From an optimization exercise on the open Yosys and OpenROAD flow, aimed at small area and a short achievable clock period; shortcuts taken in it are not production practice.
Where RTL was checked, it was by simulation tests only, not by an equivalence proof against the original.
The RTL of run 2 was laid out without a check of its function.

==> flow/design.v, too long to show whole: its modules and the start of the top module <==
// module IIR: 1209 lines
// module IIR_fa: 4 lines
// module IIR_ha: 4 lines
module IIR
          (clk,
           reset,
           clk_enable,
           In1,
           ce_out,
           Out1);
  // ...
==> flow/flow/run.sh <==
#!/bin/bash
# Standard ORFS layout (the standard.sh), with port buffers of a plain
# buffer cell and timing repair aimed below the clock period. The SDC and the
# clock period are unchanged; only the repair target differs. make's full
# output goes to flow_make.log, each ORFS step's log to orfs/logs.
set -euo pipefail
bash standard.sh SETUP_SLACK_MARGIN=5.6 "BUFFER_PORTS_ARGS=-buffer_cell sky130_fd_sc_hd__buf_2" finish > flow_make.log 2>&1
==> flow/standard.sh <==
#!/bin/bash
# synth_recipe.tcl (not shown) runs the flow's synth.tcl, then flattens the netlist and writes it again
# the make line also repeats each setting of config.mk as NAME=value (left out here)
make -C /OpenROAD-flow-scripts/flow DESIGN_CONFIG=/design/flow/config.mk WORK_HOME=/design/flow/orfs CLKGATE_MAP_FILE= SYNTH_SCRIPT=/design/flow/synth_recipe.tcl "${@:-finish}"
==> flow/config.mk <==
export PLATFORM = sky130hd
export DESIGN_NAME = IIR
export DESIGN_NICKNAME = IIR
export VERILOG_FILES = /design/flow/design.v
export SDC_FILE = /design/flow/constraint.sdc
export NUM_CORES = 4
export LEC_CHECK = 0
export ABC_AREA = 1
export CAP_MARGIN = 20
export CORE_MARGIN = 2
export CORE_UTILIZATION = 40
export GPL_ROUTABILITY_DRIVEN = 0
export SLEW_MARGIN = 20
export SYNTH_HIERARCHICAL = 1
export SYNTH_MINIMUM_KEEP_SIZE = 0
export TNS_END_PERCENT = 0
==> flow/constraint.sdc <==
create_clock -name core_clock -period 10.0 [get_ports {clk}]
set_input_delay 2.0000 -clock core_clock [delete_from_list [all_inputs] [get_ports {clk}]]
set_output_delay 2.0000 -clock core_clock [all_outputs]
set_load 0.01 [all_outputs]
==> impl_metrics.yaml, run 1 <==
run_status:
  status: "timing/DRC/antenna clean"
die:
  dieArea_mm2: 0.0306
  fp-row-count: 62
global_route:
  use_met1_pct: 24.3
synth:
  synthTopCellsByArea: "fa_1 (30%), dfrtp_1 (16%), ha_1 (15%)"
  muxShareOfSynthArea_pct: 0
  synth_fp_nets: 1682
  ys_ff_latch: 84
  synth.distinct_cells: 47
  netlist_top_cells_count: "nand2_1 (373), fa_1 (174), inv_1 (165), ha_1 (137), nand3_1 (87)"
setup_path:
  critical-path-top-delay-family: "adder cells"
  worstPathMaxFanout: 4
  crit_cells: 15
final_layout:
  seq_area_mm2: 0.00216
  seq_share_pct: 16.6
  instances_no_fill: 1788
  nMultiInputCombCells: 1054
  n_all_inverters: 177
drt:
  vias_per_cell: 4.99
  drtAntennaViolNets: 0
sta:
  post-route-min-period_ns: 4.47
  finalCritPeriodShare_pct: 44.7
  finalSetupViolations: 0
clocking:
  post_cts_resized: 55
  cts_buffers: 9
place:
  numPortBuffers: 30
==> run 2: changes to the inputs <==
--- a/flow/design.v
+++ b/flow/design.v
@@ -1107,87 +1107,91 @@
   wire y_p1080 = y_c1046 ^ y_s1047;
   wire y_g1081 = y_c1048 & y_s1049;
   wire y_p1082 = y_c1048 ^ y_s1049;
   wire y_g1083 = y_c1050 & y_s1051;
   wire y_p1084 = y_c1050 ^ y_s1051;
   wire y_g1085 = y_c1052 & y_s1053;
   wire y_p1086 = y_c1052 ^ y_s1053;
   wire y_G1087 = y_g1055 | (y_p1056 & 1'b0);
-  wire y_G1088 = y_g1059 | (y_p1060 & y_g1057);
-  wire y_P1089 = y_p1060 & y_p1058;
-  wire y_G1090 = y_g1063 | (y_p1064 & y_g1061);
-  wire y_P1091 = y_p1064 & y_p1062;
-  wire y_G1092 = y_g1067 | (y_p1068 & y_g1065);
-  wire y_P1093 = y_p1068 & y_p1066;
-  wire y_G1094 = y_g1071 | (y_p1072 & y_g1069);
-  wire y_P1095 = y_p1072 & y_p1070;
-  wire y_G1096 = y_g1075 | (y_p1076 & y_g1073);
-  wire y_P1097 = y_p1076 & y_p1074;
-  wire y_G1098 = y_g1079 | (y_p1080 & y_g1077);
-  wire y_P1099 = y_p1080 & y_p1078;
-  wire y_G1100 = y_g1083 | (y_p1084 & y_g1081);
-  wire y_P1101 = y_p1084 & y_p1082;
-  wire y_G1102 = y_g1057 | (y_p1058 & y_G1087);
-  wire y_G1103 = y_G1088 | (y_P1089 & y_G1087);
-  wire y_G1104 = y_g1065 | (y_p1066 & y_G1090);
-  wire y_P1105 = y_p1066 & y_P1091;
-  wire y_G1106 = y_G1092 | (y_P1093 & y_G1090);
-  wire y_P1107 = y_P1093 & y_P1091;
-  wire y_G1108 = y_g1073 | (y_p1074 & y_G1094);
-  wire y_P1109 = y_p1074 & y_P1095;
-  wire y_G1110 = y_G1096 | (y_P1097 & y_G1094);
-  wire y_P1111 = y_P1097 & y_P1095;
-  wire y_G1112 = y_g1081 | (y_p1082 & y_G1098);
-  wire y_P1113 = y_p1082 & y_P1099;
-  wire y_G1114 = y_G1100 | (y_P1101 & y_G1098);
-  wire y_P1115 = y_P1101 & y_P1099;
-  wire y_G1116 = y_g1061 | (y_p1062 & y_G1103);
-  wire y_G1117 = y_G1090 | (y_P1091 & y_G1103);
-  wire y_G1118 = y_G1104 | (y_P1105 & y_G1103);
-  wire y_G1119 = y_G1106 | (y_P1107 & y_G1103);
-  wire y_G1120 = y_g1077 | (y_p1078 & y_G1110);
-  wire y_P1121 = y_p1078 & y_P1111;
-  wire y_G1122 = y_G1098 | (y_P1099 & y_G1110);
-  wire y_P1123 = y_P1099 & y_P1111;
-  wire y_G1124 = y_G1112 | (y_P1113 & y_G1110);
-  wire y_P1125 = y_P1113 & y_P1111;
-  wire y_G1126 = y_G1114 | (y_P1115 & y_G1110);
-  wire y_P1127 = y_P1115 & y_P1111;
-  wire y_G1128 = y_g1069 | (y_p1070 & y_G1119);
-  wire y_G1129 = y_G1094 | (y_P1095 & y_G1119);
-  wire y_G1130 = y_G1108 | (y_P1109 & y_G1119);
-  wire y_G1131 = y_G1110 | (y_P1111 & y_G1119);
-  wire y_G1132 = y_G1120 | (y_P1121 & y_G1119);
-  wire y_G1133 = y_G1122 | (y_P1123 & y_G1119);
-  wire y_G1134 = y_G1124 | (y_P1125 & y_G1119);
-  wire y_G1135 = y_G1126 | (y_P1127 & y_G1119);
-  wire y_G1136 = y_g1085 | (y_p1086 & y_G1135);
-  wire y_o1137 = y_p1056 ^ 1'b0;
-  wire y_o1138 = y_p1058 ^ y_G1087;
-  wire y_o1139 = y_p1060 ^ y_G1102;
-  wire y_o1140 = y_p1062 ^ y_G1103;
-  wire y_o1141 = y_p1064 ^ y_G1116;
-  wire y_o1142 = y_p1066 ^ y_G1117;
-  wire y_o1143 = y_p1068 ^ y_G1118;
-  wire y_o1144 = y_p1070 ^ y_G1119;
-  wire y_o1145 = y_p1072 ^ y_G1128;
-  wire y_o1146 = y_p1074 ^ y_G1129;
-  wire y_o1147 = y_p1076 ^ y_G1130;
-  wire y_o1148 = y_p1078 ^ y_G1131;
-  wire y_o1149 = y_p1080 ^ y_G1132;
-  wire y_o1150 = y_p1082 ^ y_G1133;
-  wire y_o1151 = y_p1084 ^ y_G1134;
-  wire y_o1152 = y_p1086 ^ y_G1135;
+  wire y_P1088 = y_p1056 & y_s1021;
+  wire y_G1089 = y_g1059 | (y_p1060 & y_g1057);
+  wire y_P1090 = y_p1060 & y_p1058;
+  wire y_G1091 = y_g1063 | (y_p1064 & y_g1061);
+  wire y_P1092 = y_p1064 & y_p1062;
+  wire y_G1093 = y_g1067 | (y_p1068 & y_g1065);
+  wire y_P1094 = y_p1068 & y_p1066;
+  wire y_G1095 = y_g1071 | (y_p1072 & y_g1069);
+  wire y_P1096 = y_p1072 & y_p1070;
+  wire y_G1097 = y_g1075 | (y_p1076 & y_g1073);
+  wire y_P1098 = y_p1076 & y_p1074;
+  wire y_G1099 = y_g1079 | (y_p1080 & y_g1077);
+  wire y_P1100 = y_p1080 & y_p1078;
+  wire y_G1101 = y_g1083 | (y_p1084 & y_g1081);
+  wire y_P1102 = y_p1084 & y_p1082;
+  wire y_G1103 = y_G1089 | (y_P1090 & y_G1087);
+  wire y_P1104 = y_P1090 & y_P1088;
+  wire y_G1105 = y_G1093 | (y_P1094 & y_G1091);
+  wire y_P1106 = y_P1094 & y_P1092;
+  wire y_G1107 = y_G1097 | (y_P1098 & y_G1095);
+  wire y_P1108 = y_P1098 & y_P1096;
+  wire y_G1109 = y_G1101 | (y_P1102 & y_G1099);
+  wire y_P1110 = y_P1102 & y_P1100;
+  wire y_G1111 = y_G1105 | (y_P1106 & y_G1103);
+  wire y_P1112 = y_P1106 & y_P1104;
+  wire y_G1113 = y_G1109 | (y_P1110 & y_G1107);
+  wire y_P1114 = y_P1110 & y_P1108;
+  wire y_G1115 = y_G1113 | (y_P1114 & y_G1111);
+  wire y_P1116 = y_P1114 & y_P1112;
+  wire y_G1117 = y_G1107 | (y_P1108 & y_G1111);
+  wire y_P1118 = y_P1108 & y_P1112;
+  wire y_G1119 = y_G1091 | (y_P1092 & y_G1103);
+  wire y_P1120 = y_P1092 & y_P1104;
+  wire y_G1121 = y_G1095 | (y_P1096 & y_G1111);
+  wire y_P1122 = y_P1096 & y_P1112;
+  wire y_G1123 = y_G1099 | (y_P1100 & y_G1117);
+  wire y_P1124 = y_P1100 & y_P1118;
+  wire y_G1125 = y_g1057 | (y_p1058 & y_G1087);
+  wire y_P1126 = y_p1058 & y_P1088;
+  wire y_G1127 = y_g1061 | (y_p1062 & y_G1103);
+  wire y_P1128 = y_p1062 & y_P1104;
+  wire y_G1129 = y_g1065 | (y_p1066 & y_G1119);
+  wire y_P1130 = y_p1066 & y_P1120;
+  wire y_G1131 = y_g1069 | (y_p1070 & y_G1111);
+  wire y_P1132 = y_p1070 & y_P1112;
+  wire y_G1133 = y_g1073 | (y_p1074 & y_G1121);
+  wire y_P1134 = y_p1074 & y_P1122;
+  wire y_G1135 = y_g1077 | (y_p1078 & y_G1117);
+  wire y_P1136 = y_p1078 & y_P1118;
+  wire y_G1137 = y_g1081 | (y_p1082 & y_G1123);
+  wire y_P1138 = y_p1082 & y_P1124;
+  wire y_G1139 = y_g1085 | (y_p1086 & y_G1115);
+  wire y_P1140 = y_p1086 & y_P1116;
+  wire y_o1141 = y_p1056 ^ 1'b0;
+  wire y_o1142 = y_p1058 ^ y_G1087;
+  wire y_o1143 = y_p1060 ^ y_G1125;
+  wire y_o1144 = y_p1062 ^ y_G1103;
+  wire y_o1145 = y_p1064 ^ y_G1127;
+  wire y_o1146 = y_p1066 ^ y_G1119;
+  wire y_o1147 = y_p1068 ^ y_G1129;
+  wire y_o1148 = y_p1070 ^ y_G1111;
+  wire y_o1149 = y_p1072 ^ y_G1131;
+  wire y_o1150 = y_p1074 ^ y_G1121;
+  wire y_o1151 = y_p1076 ^ y_G1133;
+  wire y_o1152 = y_p1078 ^ y_G1117;
+  wire y_o1153 = y_p1080 ^ y_G1135;
+  wire y_o1154 = y_p1082 ^ y_G1123;
+  wire y_o1155 = y_p1084 ^ y_G1137;
+  wire y_o1156 = y_p1086 ^ y_G1115;
   wire [15:0] s_next = {m_o395 ^ tk, m_o394, m_o393, m_o392, m_o391, m_o390, m_o389, m_o388, m_o387, m_o386, m_o385, m_o384, m_o383, m_o382, m_o381, m_o380};
   wire [16:0] t_next = {n_o715, n_o714, n_o713, n_o712, n_o711, n_o710, n_o709, n_o708, n_o707, n_o706, n_o705, n_o704, n_o703, n_o702, n_o701, n_o700, n_o699};
   wire [15:0] tn = t[16:1] - 16'd46775;
   wire        tk = tn[15] ^ (tn[14] & (t[0] | (t[14:1] != 14'd14007)));
   wire [15:0] w = {q_o1020, q_o1019, q_o1018, q_o1017, q_o1016, q_o1015, q_o1014, q_o1013, q_o1012, q_o1011, q_o1010, q_o1009, q_o1008, q_o1007, q_o1006, q_o1005};
-  assign Out1 = {y_o1152, y_o1151, y_o1150, y_o1149, y_o1148, y_o1147, y_o1146, y_o1145, y_o1144, y_o1143, y_o1142, y_o1141, y_o1140, y_o1139, y_o1138, y_o1137};
+  assign Out1 = {y_o1156, y_o1155, y_o1154, y_o1153, y_o1152, y_o1151, y_o1150, y_o1149, y_o1148, y_o1147, y_o1146, y_o1145, y_o1144, y_o1143, y_o1142, y_o1141};
   always @(posedge clk or posedge reset)
     begin
       if (reset == 1'b1) begin
         s   <= 16'h0000;
         t   <= 17'h16D6E;
         r   <= 16'h0000;
         rnz <= 1'b0;
         vr  <= 16'h0000;
==> flow/flow/run.sh (replaced) <==
#!/bin/bash
# Standard ORFS layout, with port buffers of a plain buffer cell and timing
# repair aimed below the clock period (the SDC is unchanged).
set -euo pipefail
bash standard.sh SETUP_SLACK_MARGIN=5.5 "BUFFER_PORTS_ARGS=-buffer_cell sky130_fd_sc_hd__buf_2" ABC_AREA=1 finish > flow_make.log 2>&1
==> flow/config.mk (replaced) <==
export PLATFORM = sky130hd
export DESIGN_NAME = IIR
export DESIGN_NICKNAME = IIR
export VERILOG_FILES = /design/flow/design.v
export SDC_FILE = /design/flow/constraint.sdc
export NUM_CORES = 4
export LEC_CHECK = 0
export CAP_MARGIN = 20
export CORE_MARGIN = 2
export CORE_UTILIZATION = 40
export SLEW_MARGIN = 20
export SYNTH_HIERARCHICAL = 1
export SYNTH_MINIMUM_KEEP_SIZE = 0
export TNS_END_PERCENT = 0
==> impl_metrics.yaml, run 2 <==
sta:
  tightest_slew_ns: 0.905
  finalSetupViolations: 0
  hold_viol_final: 0
  slew_headroom_pct: 39.6
  layout_setup_ws_ns: 5.10
  rsz0062_at_grt: "yes"
  post-route-min-period_ns: 4.90
  finalClockSkew_ns: 0.00755
  maxSlewViolCount: 0
  finalCritPeriodShare_pct: 49.0
  fmax_mhz: 204
  setup_tns_ns: 0
setup_path:
  crit_path_start_kind: "flop"
  crit_required_ns: 8.00
  slowest_delay_ns: 0.43
  worstPathArrival_ns: 2.90
  crit_path_top_delay_cell: "fa_1"
  worstPathCellList: "ha_4 -> ha_4 -> nand2_1 -> nor2_2 -> a211oi_2 -> buf_4 -> o21ai_4 -> nand2_2 -> nand2_4 -> inv_1 -> o31ai_4 -> fa_1 -> buf_2"
  critical_path.most_common_cell: "ha_4"
  worstPathMaxFanout: 3
  crit_type: "flop to primary output"
  crit_path_end_kind: "primary output"
die:
  initial_core_util_pct: 40.7
  dieHeight_um: 175
  coreArea_mm2: 0.0287
  dieArea_mm2: 0.0306
  fp-row-count: 62
  die_w_um: 175
  ioPinCount: 36
drt:
  wirelength_mm: 25.6
  drt_first_pass_iters: 5
  first_iter_violations: 463
  drc: 0
  num_vias: 8637
  drtAntennaViolNets: 0
  wl_per_cell_um: 14.7
  vias_per_cell: 4.96
final_layout:
  final_common_cell: "nand2_1"
  utilization_pct: 44.5
  nNetsFinal: 1687
  largest_register: "t"
  largest_register_ffs: 17
  diodes: 0
  final_cell_mix: "nand2_1 (335), fa_1 (176), inv_1 (155), ha_1 (133), nand3_1 (76)"
  areaGrowthSynthToFinish_pct: 9.50
  drive_gt1_share_pct: 14.1
synth:
  syn_avg_cell_area_um2: 8.87
  synth_ff_type: "dfrtp_1"
  syn_area_mm2: 0.0117
  yosys.area_share.simple_pct: 20.5
  synth.distinct_cells: 49
  netlist_top_cells_count: "nand2_1 (338), fa_1 (178), inv_1 (170), ha_1 (137), nand3_1 (76)"
  seq_area_frac_synth_pct: 18.1
  synth_edf_count: 0
  yosysTopAreaCell: "fa_1"
  syn-instance-count: 1316
  synthTopCellsByArea: "fa_1 (31%), dfrtp_1 (16%), ha_1 (15%)"
  synth-xor-area-share_pct: 1.65
  synth_top_family_by_area: "adder cells"
  ys_ff_latch: 84
  muxShareOfSynthArea_pct: 0
  yosys_warnings: 7
  synth_top_area_share_pct: 30.5
  yosysMostFrequentCell: "nand2_1"
  synth_fa_ha_area_share_pct: 45.3
  synth_compound_area_share_pct: 6.59
  synth_fp_nets: 1650
  synthArstFlopShare_pct: 100
place:
  pre_cts_ws_ns: 4.41
  hpwlAfterDp_mm: 18.5
  place_congestion: 0.827
  numPortBuffers: 30
run:
  drv_cap: 0
clocking:
  clk_pin_slew_ns: 0.06
  clk_latency_ns: 0.35
  cts.root.buffer_cell: "clkbuf_16"
  hold_buffers: 0
  cts_buffers: 9
  htreeDepth: 3
  clockBufferDepth: 2
  clock_sink_count: 84
  cts_tree: "done"
global_route:
  antenna_found_initial: 0
  grt_max_degree: 71
  overflow: 0
  grt_pass1_wl_mm: 43.8
  grt_usage_pct: 18.0
  grt_pass1_vias: 8918
hold_path:
  min_path_type: "flop to flop"
run_status:
  status: "timing/DRC/antenna clean"
run 2: cell families (layout without fill, tap and decap cells):
logic type | after synthesis | in the layout
xor gates and xnor gates | 22 | 22
AOI/OAI and AO/OA | 134 | 134
adders and majority gates | 316 | 316
and+or+nand+nor | 541 | 541
buffers and inverters | 219 | 261
DFF | 84 | 84
run 2: path summary, 6_finish.rpt:
check | start | to | slack [ns] | cells after the start
max | r[3] | Out1[9] | 5.10 | 13
max reg2reg | s[13] | s[15] | 5.26 | 18
min in group asynchronous | reset | vr2[5] | 1.75 | 2
max in group asynchronous | reset | s[11] | 7.15 | 3
min reg2reg | vn | vn | 0.47 | 2
min | vn | vn | 0.47 | 2
run 2: layer usage:
layer | global-route usage [%] | vias up | wire length [um]
met5 | 0 | - | 0
met4 | 3.85 | 0 | 333
met3 | 3.20 | 22 | 1010
met2 | 30.9 | 116 | 12500
met1 | 24.0 | 4264 | 11800
li1 | - | 4235 | -
run 2: critical path: cells and delay by family (launching register included):
kind	cells	cell delay (ns)
buf+inv	3	0.38
flops	1	0.42
compound gates	3	0.43
simple gates	4	0.32
fa+ha+maj	3	0.98
run 2: cell type report:
type | count | area (um^2)
multi-input cells | 1013 | 8750
inverters | 182 | 718
well taps | 384 | 480
clock buffers | 10 | 229
fillers | 2829 | 15900
flip-flops and latches | 84 | 2130
repair buffers | 63 | 404
clock inverters | 6 | 72.6
run 2: per-stage QoR:
step	hold WS (ns)	instances	area (um^2)
floorplan	0.442	1316	11700
global placement	0.455	1702	12200
detailed placement	0.458	1702	12200
CTS	0.476	1734	12700
global route	0.503	1742	12800
finish	0.469	1742	12800
run 2: Yosys stat by module, one instance, submodules excluded:
module  area (um^2)  times used
IIR_fa         20.0         168
IIR            7610           1
IIR_ha         12.5          56
run 2: repair_timing:
item	4_1_cts	5_1_grt
setup buffers	16	8
setup endpoints to repair	55	55
gates resized for setup	22	18
pin swaps	4	8

==> port drivers added, routing unchanged <==
No port has a modelled driver above. Below, the same layouts with a new extraction and two added sets of constraints. Step 1 (the two cells are an assumption about what drives the block):
set clk [get_ports {clk}]
set_driving_cell -lib_cell sky130_fd_sc_hd__clkbuf_16 $clk
set_driving_cell -lib_cell sky130_fd_sc_hd__buf_2 [delete_from_list [all_inputs] $clk]
Step 2 moves the port delays by t, midway between the first and last clock arrival at a register: inputs arrive t later, outputs are due t later. That takes back most of the time a late clock gives input paths. a / b / c = ideal / step 1 / step 2; a / b = the first two.
| run | t (ns) | setup slack, ns | worst data-port slew with drivers (ns) | pins driven straight from the clock port |
|---|---|---|---|---|
| run 1 | 0.392 | 5.527 / 5.504 / 5.504 | 0.05 | 1 |
| run 2 | 0.396 | 5.102 / 5.054 / 5.261 | 0.03 | 1 |
After both steps setup and hold are still met in every run listed. The setup slack of run 1, which loses most, moves by -0.023 ns with the drivers and by -0.023 ns with both steps.
